Context: an optimization exercise on an open-source flow, tuned for small area. The choices shown serve that exercise and are no tape-out recipe. Function was checked by simulation only, so behaviour that the tests miss may differ from the original. The flow treats the clock pin as an ideal source. Dropping or thinning the clock tree relies on that and would not hold on a real chip.

==> run a: inputs <==
==> flow/design.v <==
module Vending_Machine(input clk, input rst, input RxD, output [6:0] out, output [3:0] en, output indicator);
reg [3:0] j;
reg [4:0] m;
wire m24 = m[4] & m[3];
wire ph3 = j[3] ^ j[2];
wire ph1 = j[1] ^ j[0];
wire tk = ~j[3] & j[2] & m24;
wire evc = j[1] & ~j[0] & (m == 5'd1);
always @(posedge clk) begin
  if (rst) j <= 4'd0;
  else j <= {j[2:0], ~j[3]};
  if (rst | m24) m <= 5'd0;
  else m <= m + 5'd1;
end
reg [2:0] q;
reg sel;
wire tick1 = tk & q[2];
always @(posedge clk)
  if (rst) begin q <= 3'd2; sel <= 1'b0; end
  else if (tk) begin q <= q[2] ? 3'd0 : q + 3'd1; sel <= ~sel; end
reg r;
reg [5:0] p;
reg [9:1] S;
wire idle = p[5] & p[3];
wire sh = ph3 & ~idle & (p[1:0] == 2'b01);
always @(posedge clk) begin
  r <= RxD;
  if (rst) p <= 6'd40;
  else if (ph3) begin
    if (idle) begin if (~r) p <= 6'd0; end
    else p <= p + 6'd1;
  end
  if (rst) S <= 9'd0;
  else if (sh) S <= {RxD, S[9:2]};
end
localparam [39:0] KEYS = {8'd114, 8'd115, 8'd99, 8'd98, 8'd97};
wire [4:0] ev;
genvar g;
generate for (g = 0; g < 5; g = g + 1) begin : key
  localparam [7:0] K = KEYS[8*g +: 8];
  reg P, f;
  reg [11:0] u;
  reg mt;
  integer i;
  always @* begin
    mt = 1'b1;
    for (i = 1; i <= 8; i = i + 1) begin
      if (i == 1) begin
        if (K[0]) mt = mt & S[1] & u[3];
        else      mt = mt & (~S[1] | ~u[3]);
      end else begin
        if (K[i-1]) mt = mt & S[i] & (u[3] | (u[2:0] >= 9 - i));
        else        mt = mt & (~S[i] | ~(u[3] | (u[2:0] >= 9 - i)));
      end
    end
  end
  wire match = ~P & mt;
  wire inc = P ? ph1 : (sh & ~u[3]);
  wire [12:0] nx = {P, u} + {12'd0, inc};
  assign ev[g] = evc & P & ~f & u[8] & (u[6] | (u[5] & (u[4] | u[3])));
  always @(posedge clk) begin
    u <= match ? 12'd95 : nx[11:0];
    P <= ~rst & (match | nx[12]);
    f <= ~rst & ~(tk & ~P) & (f | ev[g]);
  end
end endgenerate
wire one = ev[0], five = ev[1], ten = ev[2], stop = ev[3], reset = ev[4];
reg [1:0] t, nt;
reg h, nh;
reg [2:0] l, nl;
reg [4:0] cnt;
wire any = one | five | ten | stop | reset;
wire l4 = l[2];
always @(posedge clk) begin
  if (rst | any) cnt <= 5'd0;
  else if (tick1) cnt <= cnt + 5'd1;
  if (rst | reset | (cnt == 5'd30)) begin t <= 2'd0; h <= 1'b0; l <= 3'd0; end
  else if (~t[1]) begin
    if (one) begin
      l <= l4 ? 3'd0 : l + 3'd1;
      if (l4) begin h <= ~h; if (h) t <= t + 2'd1; end
    end else if (five) begin
      h <= ~h; if (h) t <= t + 2'd1;
    end else if (ten) t <= t + 2'd1;
  end else if (stop) t <= 2'd0;
  if (rst) begin nt <= 2'd0; nh <= 1'b0; nl <= 3'd0; end
  else if (~reset) begin nh <= h; nl <= l; nt <= (t[1] & (h | (l != 3'd0))) ? 2'd0 : t; end
end
assign indicator = t[1];
function [6:0] seg7(input [3:0] d);
  case (d)
    4'd0: seg7 = 7'b0000001;
    4'd1: seg7 = 7'b1001111;
    4'd2: seg7 = 7'b0010010;
    4'd3: seg7 = 7'b0000110;
    4'd4: seg7 = 7'b1001100;
    4'd5: seg7 = 7'b0100100;
    4'd6: seg7 = 7'b0100000;
    4'd7: seg7 = 7'b0001111;
    4'd8: seg7 = 7'b0000000;
    default: seg7 = 7'b0000100;
  endcase
endfunction
wire nl34 = nl[2] | (nl[1] & nl[0]);
wire [3:0] d1 = {nh & nl34, nh ? ~nl34 : nl[2], nh ? nl[1] ^ nl[0] : nl[1], nh ^ nl[0]};
assign out = seg7(sel ? {2'b00, nt} : d1);
assign en = {2'b11, ~sel, sel};
endmodule
==> flow/flow/run.sh <==
#!/bin/bash
# Own layout flow: the standard ORFS flow (standard.sh) with these changes:
#  - synthesis leaves adders to ABC (no ADDER_MAP_FILE) and maps the logic with an
#    area-oriented ABC script (flow/abc_area.script) instead of ORFS's delay-oriented
#    one; the registers are the standard synthesis's
#  - ports are buffered with sky130_fd_sc_hd__buf_1
#  - clock tree synthesis uses clkbuf_4/clkbuf_8 and no dummy loads
# Each tool writes its own log under orfs/logs/; make's output is in flow_make.log.
set -euo pipefail
W=$(pwd)
rm -rf "$W/scripts"
cp -r "$FLOW_HOME/scripts" "$W/scripts"
cp "$W/flow/abc_area.script" "$W/scripts/abc_speed.script"
export CTS_ARGS="-sink_clustering_enable -repair_clock_nets -dont_use_dummy_load -buf_list {sky130_fd_sc_hd__clkbuf_4 sky130_fd_sc_hd__clkbuf_8} -sink_clustering_size 20"
export BUFFER_PORTS_ARGS="-buffer_cell sky130_fd_sc_hd__buf_1"
bash "$W/standard.sh" "SCRIPTS_DIR=$W/scripts" "ADDER_MAP_FILE=" finish > "$W/flow_make.log" 2>&1
==> flow/flow/abc_area.script <==
strash
&get -n
&st
&deepsyn -T 20
&put
balance
rewrite
refactor
balance
rewrite
rewrite -z
balance
refactor -z
rewrite -z
balance
&get -n
&st
&dch -f
&nf -R 1000
&put
topo
stime -c
==> flow/standard.sh <==
#!/bin/bash
# synth_recipe.tcl (not shown) runs the flow's synth.tcl, then flattens the netlist and writes it again
# the make line also repeats each setting of config.mk as NAME=value (left out here)
make -C /OpenROAD-flow-scripts/flow DESIGN_CONFIG=/design/flow/config.mk WORK_HOME=/design/flow/orfs CLKGATE_MAP_FILE= SYNTH_SCRIPT=/design/flow/synth_recipe.tcl "${@:-finish}"
==> flow/config.mk <==
export PLATFORM = sky130hd
export DESIGN_NAME = Vending_Machine
export DESIGN_NICKNAME = Vending_Machine
export VERILOG_FILES = /design/flow/design.v
export SDC_FILE = /design/flow/constraint.sdc
export NUM_CORES = 4
export LEC_CHECK = 0
export CAP_MARGIN = 20
export CORE_MARGIN = 2
export CORE_UTILIZATION = 70
export GPL_TIMING_DRIVEN = 0
export SLEW_MARGIN = 20
==> flow/constraint.sdc <==
create_clock -name core_clock -period 10.0 [get_ports {clk}]
set_input_delay 2.0000 -clock core_clock [delete_from_list [all_inputs] [get_ports {clk}]]
set_output_delay 2.0000 -clock core_clock [all_outputs]
set_load 0.01 [all_outputs]
==> run b: changes against run a <==
==> flow/design.v, changed modules only <==
module UART #(parameter [7:0] KEY = 8'd97) (
  input clk, input rst,
  input [8:1] S,    
  input sh,         
  input ph1, ph3,   
  input tk,         
  input evc,        
  output ev);
reg P, f;
reg [11:0] u;
reg m;
integer j;
always @* begin
  m = 1'b1;
  for (j = 1; j <= 8; j = j + 1) begin
    if (j == 1) begin
      if (KEY[0]) m = m & S[1] & u[3];
      else        m = m & (~S[1] | ~u[3]);
    end else begin
      if (KEY[j-1]) m = m & S[j] & (u[3] | (u[2:0] >= 9 - j));
      else          m = m & (~S[j] | ~(u[3] | (u[2:0] >= 9 - j)));
    end
  end
end
wire match = ~P & m;
assign ev = evc & P & ~f & u[8] & (u[6] | (u[5] & (u[4] | u[3])));
wire inc = P ? ph1 : (sh & ~u[3]);
wire [12:0] nx = {P, u} + {12'd0, inc};
always @(posedge clk) begin
  u <= match ? 12'd95 : nx[11:0];
  P <= ~rst & (match | nx[12]);
  f <= ~rst & ~(tk & ~P) & (f | ev);
end
endmodule
module Vending_Machine(input clk, input rst, input RxD, output [6:0] out, output [3:0] en, output indicator);
reg [7:0] c;
wire tk = &c;
wire ph3 = c[1] & c[0];
wire ph1 = ~c[1] & c[0];
wire evc = (c == 8'd57);           
always @(posedge clk)
  if (rst) c <= 8'd156;
  else c <= (c + 8'd1) | {2'b00, {3{tk}}, 3'b000};
reg [2:0] q;
reg sel;
wire tick1 = tk & q[2];
always @(posedge clk)
  if (rst) begin q <= 3'd2; sel <= 1'b0; end
  else if (tk) begin q <= q[2] ? 3'd0 : q + 3'd1; sel <= ~sel; end
reg r;
reg [5:0] p;
reg [9:1] S;
wire idle = p[5] & p[3];
wire sh = ph3 & ~idle & (p[1:0] == 2'b01);
always @(posedge clk) begin
  r <= RxD;
  if (rst) p <= 6'd40;
  else if (ph3) begin
    if (idle) begin if (~r) p <= 6'd0; end
    else p <= p + 6'd1;
  end
  if (rst) S <= 9'd0;
  else if (sh) S <= {RxD, S[9:2]};
end
wire one, five, ten, stop, reset;
UART #(8'd97)  U1 (clk, rst, S[8:1], sh, ph1, ph3, tk, evc, one);
UART #(8'd98)  U2 (clk, rst, S[8:1], sh, ph1, ph3, tk, evc, five);
UART #(8'd99)  U3 (clk, rst, S[8:1], sh, ph1, ph3, tk, evc, ten);
UART #(8'd115) U4 (clk, rst, S[8:1], sh, ph1, ph3, tk, evc, stop);
UART #(8'd114) U5 (clk, rst, S[8:1], sh, ph1, ph3, tk, evc, reset);
reg [1:0] t, nt;
reg h, nh;
reg [2:0] l, nl;
reg [4:0] cnt;
wire any = one | five | ten | stop | reset;
wire l4 = l[2];
always @(posedge clk) begin
  if (rst | any) cnt <= 5'd0;
  else if (tick1) cnt <= cnt + 5'd1;
  if (rst | reset | (cnt == 5'd30)) begin t <= 2'd0; h <= 1'b0; l <= 3'd0; end
  else if (~t[1]) begin
    if (one) begin
      l <= l4 ? 3'd0 : l + 3'd1;
      if (l4) begin h <= ~h; if (h) t <= t + 2'd1; end
    end else if (five) begin
      h <= ~h; if (h) t <= t + 2'd1;
    end else if (ten) t <= t + 2'd1;
  end else if (stop) t <= 2'd0;
  if (rst) begin nt <= 2'd0; nh <= 1'b0; nl <= 3'd0; end
  else if (~reset) begin nh <= h; nl <= l; nt <= (t[1] & (h | (l != 3'd0))) ? 2'd0 : t; end
end
assign indicator = t[1];
function [6:0] seg7(input [3:0] d);
  case (d)
    4'd0: seg7 = 7'b0000001;
    4'd1: seg7 = 7'b1001111;
    4'd2: seg7 = 7'b0010010;
    4'd3: seg7 = 7'b0000110;
    4'd4: seg7 = 7'b1001100;
    4'd5: seg7 = 7'b0100100;
    4'd6: seg7 = 7'b0100000;
    4'd7: seg7 = 7'b0001111;
    4'd8: seg7 = 7'b0000000;
    default: seg7 = 7'b0000100;
  endcase
endfunction
wire nl34 = nl[2] | (nl[1] & nl[0]);
wire [3:0] d1 = {nh & nl34, nh ? ~nl34 : nl[2], nh ? nl[1] ^ nl[0] : nl[1], nh ^ nl[0]};
wire [6:0] seg = seg7(sel ? {2'b00, nt} : d1);
assign out = seg;
assign en = {2'b11, ~sel, sel};
endmodule
==> flow/run.sh (new file) <==
#!/bin/bash
# synth_recipe.tcl (not shown) runs the flow's synth.tcl, then flattens the netlist and writes it again
# the make line also repeats each setting of config.mk as NAME=value (left out here)
make -C /OpenROAD-flow-scripts/flow DESIGN_CONFIG=/design/flow/config.mk WORK_HOME=/design/flow/orfs CLKGATE_MAP_FILE= SYNTH_SCRIPT=/design/flow/synth_recipe.tcl finish
--- a/flow/config.mk
+++ b/flow/config.mk
@@ -9,4 +9,5 @@
 export CORE_MARGIN = 2
-export CORE_UTILIZATION = 70
-export GPL_TIMING_DRIVEN = 0
+export CORE_UTILIZATION = 85
+export CTS_BUF_LIST = sky130_fd_sc_hd__clkbuf_8
+export CTS_CLUSTER_SIZE = 30
 export SLEW_MARGIN = 20
removed: flow/flow/run.sh
removed: flow/flow/abc_area.script
removed: flow/standard.sh
==> run c: changes against run a <==
--- a/flow/flow/run.sh
+++ b/flow/flow/run.sh
@@ -6,3 +6,5 @@
 #  - ports are buffered with sky130_fd_sc_hd__buf_1
-#  - clock tree synthesis uses clkbuf_4/clkbuf_8 and no dummy loads
+#  - the clock tree is built by flow/manual_cts.tcl (a root inverter and six
+#    leaf inverters, one per region of flip-flops) in place of clock_tree_synthesis;
+#    the rest of the CTS step (legalisation, timing repair) is ORFS's
 # Each tool writes its own log under orfs/logs/; make's output is in flow_make.log.
@@ -13,3 +15,6 @@
 cp "$W/flow/abc_area.script" "$W/scripts/abc_speed.script"
-export CTS_ARGS="-sink_clustering_enable -repair_clock_nets -dont_use_dummy_load -buf_list {sky130_fd_sc_hd__clkbuf_4 sky130_fd_sc_hd__clkbuf_8} -sink_clustering_size 20"
+cp "$W/flow/manual_cts.tcl" "$W/scripts/manual_cts.tcl"
+sed -i 's|^log_cmd clock_tree_synthesis {\*}\$cts_args$|source $::env(SCRIPTS_DIR)/manual_cts.tcl|' "$W/scripts/cts.tcl"
+grep -q manual_cts.tcl "$W/scripts/cts.tcl"
+export MCTS_CLK=clk MCTS_NLEAF=6 MCTS_LEAF=sky130_fd_sc_hd__inv_8 MCTS_ROOT=sky130_fd_sc_hd__inv_12
 export BUFFER_PORTS_ARGS="-buffer_cell sky130_fd_sc_hd__buf_1"
==> flow/flow/manual_cts.tcl (new file) <==
# Clock tree for a small design, in place of clock_tree_synthesis: the clock
# port drives one root inverter, which drives MCTS_NLEAF leaf inverters, each
# driving the flip-flops of one region (two inversions, so every flip-flop sees
# the clock's own polarity). The regions split the sinks into groups of equal
# size by recursive bisection along the longer side.
set nleaf $::env(MCTS_NLEAF)
set leafcell $::env(MCTS_LEAF)
set rootcell $::env(MCTS_ROOT)
set block [ord::get_db_block]
set db [ord::get_db]
set clknet [$block findNet $::env(MCTS_CLK)]
$clknet setSigType CLOCK
set sinks {}
foreach it [$clknet getITerms] {
  set inst [$it getInst]
  set bb [$inst getBBox]
  lappend sinks [list [expr { ([$bb xMin] + [$bb xMax]) / 2 }] [expr { ([$bb yMin] + [$bb yMax]) / 2 }] $it]
}
puts "manual cts: [llength $sinks] sinks, root $rootcell, $nleaf leaves of $leafcell"
proc bisect { items parts } {
  if { $parts <= 1 } { return [list $items] }
  set xs {}; set ys {}
  foreach s $items { lappend xs [lindex $s 0]; lappend ys [lindex $s 1] }
  set xs [lsort -integer $xs]; set ys [lsort -integer $ys]
  set idx [expr { ([lindex $xs end] - [lindex $xs 0]) >= ([lindex $ys end] - [lindex $ys 0]) ? 0 : 1 }]
  set items [lsort -integer -index $idx $items]
  set p1 [expr { $parts / 2 }]
  set p2 [expr { $parts - $p1 }]
  set n1 [expr { ([llength $items] * $p1) / $parts }]
  return [concat [bisect [lrange $items 0 [expr { $n1 - 1 }]] $p1] [bisect [lrange $items $n1 end] $p2]]
}
set groups [bisect $sinks $nleaf]
proc place_at { inst x y } {
  $inst setLocation $x $y
  $inst setPlacementStatus PLACED
}
# root
set rinst [odb::dbInst_create $block [$db findMaster $rootcell] "clkinv_root"]
set rnet [odb::dbNet_create $block "clknet_root"]
$rnet setSigType CLOCK
[$rinst findITerm A] connect $clknet
[$rinst findITerm Y] connect $rnet
set lmaster [$db findMaster $leafcell]
set i 0
set ax 0; set ay 0
foreach g $groups {
  set sx 0; set sy 0
  foreach s $g { incr sx [lindex $s 0]; incr sy [lindex $s 1] }
  set cx [expr { $sx / [llength $g] }]
  set cy [expr { $sy / [llength $g] }]
  set inst [odb::dbInst_create $block $lmaster "clkinv_leaf_$i"]
  set net [odb::dbNet_create $block "clknet_leaf_$i"]
  $net setSigType CLOCK
  foreach s $g {
    set it [lindex $s 2]
    $it disconnect
    $it connect $net
  }
  [$inst findITerm A] connect $rnet
  [$inst findITerm Y] connect $net
  place_at $inst $cx $cy
  incr ax $cx; incr ay $cy
  puts "manual cts: clkinv_leaf_$i at ($cx, $cy) drives [llength $g] sinks"
  incr i
}
place_at $rinst [expr { $ax / $nleaf }] [expr { $ay / $nleaf }]
set_propagated_clock [all_clocks]
==> run d: changes against run a <==
==> flow/flow/run.sh (replaced) <==
#!/bin/bash
# Own layout flow: the standard ORFS flow (standard.sh), with two changes:
#  - synthesis maps the logic with an area-oriented ABC script (flow/abc_area.script)
#    instead of ORFS's delay-oriented one; registers are unchanged
#  - clock tree synthesis does not insert dummy loads
# Each tool's output is in orfs/logs/...; make's output is in flow_make.log.
set -euo pipefail
W=$(pwd)
rm -rf "$W/scripts"
cp -r "$FLOW_HOME/scripts" "$W/scripts"
cp "$W/flow/abc_area.script" "$W/scripts/abc_speed.script"
export SCRIPTS_DIR="$W/scripts"
export CTS_ARGS="-sink_clustering_enable -repair_clock_nets -dont_use_dummy_load -buf_list sky130_fd_sc_hd__clkbuf_4 -sink_clustering_size 20"
bash "$W/standard.sh" > "$W/flow_make.log" 2>&1
--- a/flow/flow/abc_area.script
+++ b/flow/flow/abc_area.script
@@ -1,6 +1,2 @@
 strash
-&get -n
-&st
-&deepsyn -T 20
-&put
 balance
--- a/flow/config.mk
+++ b/flow/config.mk
@@ -9,4 +9,3 @@
 export CORE_MARGIN = 2
-export CORE_UTILIZATION = 70
-export GPL_TIMING_DRIVEN = 0
+export CORE_UTILIZATION = 80
 export SLEW_MARGIN = 20
==> run summary <==
Vias: run a 3575; run c 3505; run b -; run d 4419
Site row count: run a 29; run c 29; run b 28; run d 28
Data arrival, critical path: run a 2.11 ns; run c 1.88 ns; run b -; run d 2.94 ns
Seq/total area: run a 47.8%; run c 49.3%; run b -; run d 43.3%
Hold violation total from the final report: run a 0; run c 0; run b -; run d 0
Non-filler instance count after layout: run a 612; run c 602; run b -; run d 679
Clk pin slew, worst setup/hold paths: run a 0.05 ns; run c 0.09 ns; run b -; run d 0.08 ns
R2R Path Start: run a j[3]; run c j[3]; run b -; run d j[3]
Dominant class by area: run a sequential cells; run c sequential cells; run b -; run d multi-input gates
Worst reg-to-reg setup slack: run a 6.38 ns; run c 6.38 ns; run b -; run d 5.94 ns
Tcrit/Tclk final: run a 41.1%; run c 38.8%; run b -; run d 49.4%
Antenna violations before repair: run a 0; run c 0; run b -; run d 0
Cell area after layout: run a 0.00486 mm²; run c 0.00471 mm²; run b -; run d 0.00536 mm²
Startpoint types: run a flop; run c flop; run b -; run d flop
Non-clock inverter instance count of the final layout: run a 18; run c 25; run b -; run d 17
Setup Crit Path Kind: run a reg -> out; run c reg -> out; run b -; run d reg -> out
Routed length on met2: run a 3870 µm; run c 3700 µm; run b -; run d 5550 µm
Worst Hold Depth: run a 2; run c 2; run b -; run d 2
Run status: run a no timing/DRC/antenna violations; run c no timing/DRC/antenna violations; run b did not finish; run d no timing/DRC/antenna violations
Last stage reached: run a -; run c -; run b 4_1_cts; run d -
Largest net degree at the start of global routing: run a 27; run c 27; run b -; run d 42
FFs & Latches: run a 116; run c 116; run b -; run d 116
The clock cells of run c come from the design's own scripts or RTL, not from TritonCTS.

-- separate check: timing with driven ports --
No port has a modelled driver above. Below, the same layouts with a new extraction and two added sets of constraints.
Step 1 (the two cells are an assumption about what drives the block):
set clk [get_ports {clk}]
set_driving_cell -lib_cell sky130_fd_sc_hd__clkbuf_16 $clk
set_driving_cell -lib_cell sky130_fd_sc_hd__buf_2 [delete_from_list [all_inputs] $clk]
Step 2 adds t to the input delays and takes it off the output delays; t is the mean of the earliest and latest rising clock arrival at the registers after step 1. Input paths then give back, and output paths get back, about the clock's delay inside the block.
a / b / c = ideal / step 1 / step 2; a / b = the first two.
run	shift t [ns]	setup WS [ns]	worst setup path after step 2	pins driven straight from the clock port
run a	0.438	5.890 / 5.857 / 6.294	register to output	1
run c	0.209	6.115 / 6.059 / 6.267	register to output	1
run d	0.512	5.062 / 5.032 / 5.545	register to output	1
After both steps every run listed still meets setup and hold.
